Context: an optimization exercise on an open-source flow, tuned for small area. The choices shown serve that exercise and are no tape-out recipe. Only simulation tests tie the RTL to the original design; equivalence was not proved. Power figures rest on the tool's default switching activity, not on a simulated workload.

==> flow/design.v <==
`timescale 1ns / 1ps
module compare(
	clk, rst,
	valid_dog,
    data_dog1, data_dog2, data_dog3,
	cpr_end,
	cnt_seed,
	valid_max,
	addr_max
    );
  input clk, rst;
  input valid_dog;
  input signed [7:0] data_dog1, data_dog2, data_dog3;
  output reg valid_max;
  output reg cpr_end;
  output reg [8:0] cnt_seed;
  output [15:0] addr_max;
  function gt7;
    input [6:0] a, b;
    integer i;
    reg g;
    begin
      g = 1'b0;
      for (i = 0; i < 7; i = i + 1)
        g = (a[i] & ~b[i]) | (a[i] & g) | (~b[i] & g);
      gt7 = g;
    end
  endfunction
  function gt8;
    input [7:0] a, b;
    integer i;
    reg g;
    begin
      g = 1'b0;
      for (i = 0; i < 8; i = i + 1)
        g = (a[i] & ~b[i]) | (a[i] & g) | (~b[i] & g);
      gt8 = g;
    end
  endfunction
  reg [11:0] pos;
  wire [5:0] col = pos[5:0];    
  wire [5:0] row = pos[11:6];   
  wire win_hit = (col >= 6'd17) && (col <= 6'd44);
  wire win_wr = (col >= 6'd16) && (col <= 6'd45);
  wire row_ok = (row >= 6'd18) && (row <= 6'd45);
  function sgt8;
    input [7:0] a, b;
    sgt8 = gt8({~a[7], a[6:0]}, {~b[7], b[6:0]});
  endfunction
  wire [7:0] d13 = sgt8(data_dog3, data_dog1) ? data_dog3 : data_dog1;
  wire g2 = sgt8(data_dog2, d13);
  wire [7:0] dmax = g2 ? data_dog2 : d13;
  wire [6:0] a_in = dmax[6:0] & {7{~dmax[7]}};
  reg [6:0] a1;        
  reg ok1;             
  reg ok2;             
  wire [6:0] u1;       
  wire f1;             
  wire [6:0] u2;       
  wire [6:0] w0;       
  Line_buff #(.NUM(32), .DW(7)) store (
	.clk(clk),
	.load(win_wr),
	.data_in(a1),
	.flag_in(ok2 && gt7(w0, a1)),
	.data_last(u1),
	.flag_last(f1),
	.data_prev(u2),
	.data_first(w0)
	);
  always @(posedge clk) begin
    a1 <= a_in;
    ok1 <= g2 && gt7(a_in, a1) && gt7(a_in, u1) && (a_in[6:1] != 6'd0);
    ok2 <= ok1 && gt7(a1, u1) && gt7(a1, u2);
  end
  always @(posedge clk or negedge rst)
    if (!rst) begin
      pos <= 12'd4030;
      valid_max <= 1'b0;
      cnt_seed <= 9'd0;
    end else begin
      pos <= pos ^ pos_t;
      valid_max <= win_hit && row_ok && f1 && gt7(u1, w0) && gt7(u1, a1)
                   && gt7(u1, a_in);
      cnt_seed <= cnt_seed ^ cnt_t;
    end
  assign addr_max = {4'd0, pos & {12{valid_max}}};
  reg [11:0] pos_t;
  reg [8:0] cnt_t;
  integer i;
  always @(*) begin
    pos_t[0] = valid_dog;
    for (i = 1; i < 12; i = i + 1)
      pos_t[i] = pos_t[i-1] & pos[i-1];
    cnt_t[0] = valid_max;
    for (i = 1; i < 9; i = i + 1)
      cnt_t[i] = cnt_t[i-1] & cnt_seed[i-1];
  end
  reg prev_valid, run;
  reg [6:0] q;
  wire start = prev_valid && !valid_dog;
  wire q_end = (q == 7'd113);
  always @(posedge clk)
    q <= start ? 7'd0 : {q[5:0], ~(q[6] ^ q[5])};
  always @(posedge clk or negedge rst)
    if (!rst) begin
      prev_valid <= 1'b0;
      run <= 1'b0;
    end else begin
      prev_valid <= valid_dog;
      run <= start || (run && !q_end);
    end
  always @(*) cpr_end = run && q_end;    
endmodule
`timescale 1ns / 1ps
module compare_one(
	data_dog,
	data_clip
    );
  input signed [7:0] data_dog;
  output [6:0] data_clip;
  assign data_clip = data_dog[6:0] & {7{~data_dog[7]}};
endmodule
`timescale 1ns / 1ps
module Line_buff(
	clk,
	load,
	data_in,
	flag_in,
	data_last,
	flag_last,
	data_prev,
	data_first
    );
    parameter NUM = 32,
              DW = 7;
    input clk;
    input load;
    input [DW-1:0] data_in;
    input flag_in;
    output [DW-1:0] data_last;     
    output flag_last;
    output [DW-1:0] data_prev;     
    output [DW-1:0] data_first;    
    reg [DW-1:0] data_tem[0:NUM-1];
    reg flag_tem[0:NUM-1];
    assign data_last = data_tem[NUM-1];
    assign flag_last = flag_tem[NUM-1];
    assign data_prev = data_tem[NUM-2];
    assign data_first = data_tem[0];
    generate
    genvar i;
    for(i=0;i<NUM;i=i+1)
    	begin : stage
    	always@(posedge clk)
    		if(i==0) begin
    			data_tem[i] <= load ? data_in : data_tem[NUM-1];
    			flag_tem[i] <= flag_tem[NUM-1];
    		end else if(i==1) begin
    			data_tem[i] <= data_tem[i-1];
    			flag_tem[i] <= load ? flag_in : flag_tem[i-1];
    		end else begin
    			data_tem[i] <= data_tem[i-1];
    			flag_tem[i] <= flag_tem[i-1];
    		end
    	end
    endgenerate
endmodule
export LEC_CHECK = 0
export ABC_AREA = 1
export CAP_MARGIN = 20
export CORE_MARGIN = 2
export CORE_UTILIZATION = 75
export CTS_BUF_LIST = sky130_fd_sc_hd__clkbuf_8
export CTS_CLUSTER_DIAMETER = 60
export CTS_CLUSTER_SIZE = 16
export SLEW_MARGIN = 20
create_clock -name core_clock -period 4.0 [get_ports {clk}]
standard.sh (not shown) runs the stock make flow with config.mk's settings and CLKGATE_MAP_FILE= SYNTH_SCRIPT=/design/flow/synth_recipe.tcl, a recipe that flattens the netlist after the stock synthesis.
==> flow/flow/run.sh <==
#!/bin/bash
# The standard layout (the standard.sh), with three changes:
# - after the standard synthesis, the gates between the flip-flops are
#   mapped again for area (flow/remap.tcl); the flip-flops stay as they are;
# - every input and output port is buffered by the smallest buffer cell;
# - the clock tree is built of clkbuf_8 cells without dummy loads, and gates
#   on paths with timing slack are downsized after global routing.
set -euo pipefail
export BUFFER_PORTS_ARGS="-buffer_cell sky130_fd_sc_hd__buf_1"
export CTS_ARGS="-sink_clustering_enable -repair_clock_nets -sink_clustering_size 18 -sink_clustering_max_diameter 60 -buf_list sky130_fd_sc_hd__clkbuf_8 -dont_use_dummy_load"
export RECOVER_POWER=100

results=orfs/results/$FLOW_PLATFORM/compare/base
bash standard.sh synth > synth.log 2>&1

cp $results/1_2_yosys.v standard_1_2_yosys.v
YOSYS=$(command -v yosys || echo "$FLOW_HOME/../tools/install/yosys/bin/yosys")
REMAP_LIB=$FLOW_HOME/platforms/$FLOW_PLATFORM/lib/sky130_fd_sc_hd__tt_025C_1v80.lib \
REMAP_IN=standard_1_2_yosys.v REMAP_OUT=remap_1_2_yosys.v REMAP_STAT=remap_stat.txt \
REMAP_ABC=flow/remap.abc \
  "$YOSYS" -c flow/remap.tcl > remap.log 2>&1
cp remap_1_2_yosys.v $results/1_2_yosys.v

bash standard.sh > standard.log 2>&1
==> flow/flow/remap.abc <==
strash
&get -n
&dch -f
&nf -R 1000
&put
topo
dnsize
==> flow/flow/remap.tcl <==
# Maps the standard synthesis's logic between the flip-flops again, for
# area: every flip-flop (and the tie cell) is kept as the same instance of
# the same cell; only the gates between them change.
# Reads REMAP_IN, writes REMAP_OUT; REMAP_LIB is the platform's liberty and
# REMAP_ABC the abc script.
yosys read_liberty -ignore_miss_func $::env(REMAP_LIB)
yosys read_verilog $::env(REMAP_IN)
yosys hierarchy -top $::env(FLOW_TOP)
yosys setattr -mod -set keep_hierarchy 1 sky130_fd_sc_hd__df* sky130_fd_sc_hd__conb_1
yosys flatten
yosys opt_clean -purge
yosys abc -liberty $::env(REMAP_LIB) -dont_use sky130_fd_sc_hd__probe_p_8 -dont_use sky130_fd_sc_hd__probec_p_8 -dont_use sky130_fd_sc_hd__lpflow_* -script $::env(REMAP_ABC)
yosys opt_clean -purge
yosys splitnets
yosys insbuf -buf sky130_fd_sc_hd__buf_4 A X
yosys opt_clean -purge
yosys rename -enumerate
yosys tee -o $::env(REMAP_STAT) stat -liberty $::env(REMAP_LIB)
yosys select $::env(FLOW_TOP)
yosys write_verilog -noattr -nohex -nodec -selected $::env(REMAP_OUT)
The first run stopped in global routing.
Rerun with:
==> flow/flow/run.sh (replaced) <==
#!/bin/bash
# The standard layout (the standard.sh: ORFS synthesis to finish), with
# every input and output port buffered by the smallest buffer cell, and a
# clock tree of clkbuf_8 cells without dummy loads, and gates on paths with
# timing slack downsized after global routing.
set -euo pipefail
export BUFFER_PORTS_ARGS="-buffer_cell sky130_fd_sc_hd__buf_1"
export CTS_ARGS="-sink_clustering_enable -repair_clock_nets -sink_clustering_size 18 -sink_clustering_max_diameter 60 -buf_list sky130_fd_sc_hd__clkbuf_8 -dont_use_dummy_load"
export RECOVER_POWER=100
bash standard.sh > standard.log 2>&1
removed: flow/flow/remap.abc
removed: flow/flow/remap.tcl
=> This time the run produced a clean layout; area after synthesis rises by 4.2%; synthesized cell count rises by 18%.
Rerun with:
==> flow/flow/run.sh (replaced) <==
#!/bin/bash
# The standard layout (the standard.sh), with three changes:
# - after the standard synthesis, the gates between the flip-flops are
#   mapped again for area (flow/remap.tcl); the flip-flops stay as they are;
# - every input and output port is buffered by the smallest buffer cell;
# - the clock tree is built of clkbuf_8 cells without dummy loads.
set -euo pipefail
export BUFFER_PORTS_ARGS="-buffer_cell sky130_fd_sc_hd__buf_1"
export CTS_ARGS="-sink_clustering_enable -repair_clock_nets -sink_clustering_size 18 -sink_clustering_max_diameter 60 -buf_list sky130_fd_sc_hd__clkbuf_8 -dont_use_dummy_load"

results=orfs/results/$FLOW_PLATFORM/compare/base
bash standard.sh synth > synth.log 2>&1

cp $results/1_2_yosys.v standard_1_2_yosys.v
YOSYS=$(command -v yosys || echo "$FLOW_HOME/../tools/install/yosys/bin/yosys")
REMAP_LIB=$FLOW_HOME/platforms/$FLOW_PLATFORM/lib/sky130_fd_sc_hd__tt_025C_1v80.lib \
REMAP_IN=standard_1_2_yosys.v REMAP_OUT=remap_1_2_yosys.v REMAP_STAT=remap_stat.txt \
REMAP_ABC=flow/remap.abc \
  "$YOSYS" -c flow/remap.tcl > remap.log 2>&1
cp remap_1_2_yosys.v $results/1_2_yosys.v

bash standard.sh > standard.log 2>&1
==> flow/flow/remap.abc (new file) <==
strash
&get -n
&dch -f
&nf -R 1000
&put
topo
stime -c
buffer -c
upsize -c -D 2500
dnsize -c -D 2500
stime -p
==> flow/flow/remap.tcl (new file) <==
# Maps the standard synthesis's logic between the flip-flops again, for
# area: every flip-flop (and the tie cell) is kept as the same instance of
# the same cell; only the gates between them change.
# Reads REMAP_IN, writes REMAP_OUT; REMAP_LIB is the platform's liberty and
# REMAP_ABC the abc script.
yosys read_liberty -ignore_miss_func $::env(REMAP_LIB)
yosys read_verilog $::env(REMAP_IN)
yosys hierarchy -top $::env(FLOW_TOP)
yosys setattr -mod -set keep_hierarchy 1 sky130_fd_sc_hd__df* sky130_fd_sc_hd__conb_1
yosys flatten
yosys opt_clean -purge
yosys abc -liberty $::env(REMAP_LIB) -dont_use sky130_fd_sc_hd__probe_p_8 -dont_use sky130_fd_sc_hd__probec_p_8 -dont_use sky130_fd_sc_hd__lpflow_* -script $::env(REMAP_ABC)
yosys opt_clean -purge
yosys splitnets
yosys insbuf -buf sky130_fd_sc_hd__buf_4 A X
yosys opt_clean -purge
yosys rename -enumerate
yosys tee -o $::env(REMAP_STAT) stat -liberty $::env(REMAP_LIB)
yosys select $::env(FLOW_TOP)
yosys write_verilog -noattr -nohex -nodec -selected $::env(REMAP_OUT)
Outcome: This time the run completed and failed the layout checks on setup timing; flip-flop and latch count stays the same; total power is higher by about 12%; design area went up by about 1.4%.
Rerun with:
==> flow/flow/run.sh (replaced) <==
#!/bin/bash
# The standard layout (the standard.sh: ORFS synthesis to finish), with
# every input and output port buffered by the smallest buffer cell, and a
# clock tree of clkbuf_8 cells without dummy loads.
set -euo pipefail
export BUFFER_PORTS_ARGS="-buffer_cell sky130_fd_sc_hd__buf_1"
export CTS_ARGS="-sink_clustering_enable -repair_clock_nets -sink_clustering_size 18 -sink_clustering_max_diameter 60 -buf_list sky130_fd_sc_hd__clkbuf_8 -dont_use_dummy_load"
bash standard.sh > standard.log 2>&1
removed: flow/flow/remap.abc
removed: flow/flow/remap.tcl
After rerunning: Now the flow completed without violations; wire length decreases by 8.1%; sequential share of layout area increases by 0.76 points; worst hold slack improves by 0.059 ns; synthesized cell count increases by 18%; via count increases by 3.7%; register-to-register slack degrades by 0.45 ns; core utilization decreases by 2.1 points; clock skew increases by 0.046 ns; cell count increases by 9.6%; final area decreases by 1.1%.

[afterwards: timing with drivers on the ports]
The flow's constraints put no driver on any port. The routed layouts listed below were extracted and timed again, unchanged, in two steps.
Step 1, drivers: a clkbuf_16 drives clk and a buf_2 each remaining input, both assumed.
Step 2 adds t to the input delays and takes it off the output delays; t is the mean of the earliest and latest rising clock arrival at the registers after step 1. Input paths then give back, and output paths get back, about the clock's delay inside the block.
Slacks: no drivers / after step 1 / after step 2; pairs: no drivers / after step 1.
| run | t (ns) | setup WS [ns] | worst register clock-pin slew, ns |
|---|---|---|---|
| the second run | 0.518 | 0.650 / 0.662 / 0.143 | 0.11 / 0.11 |
| the third run | 0.538 | -0.225 / -0.224 / -0.761 | 0.11 / 0.11 |
| the fourth run | 0.522 | 0.896 / 0.908 / 0.386 | 0.11 / 0.11 |
The setup slack of the third run, which loses most, moves by +0.001 ns with the drivers and by -0.536 ns with both steps.
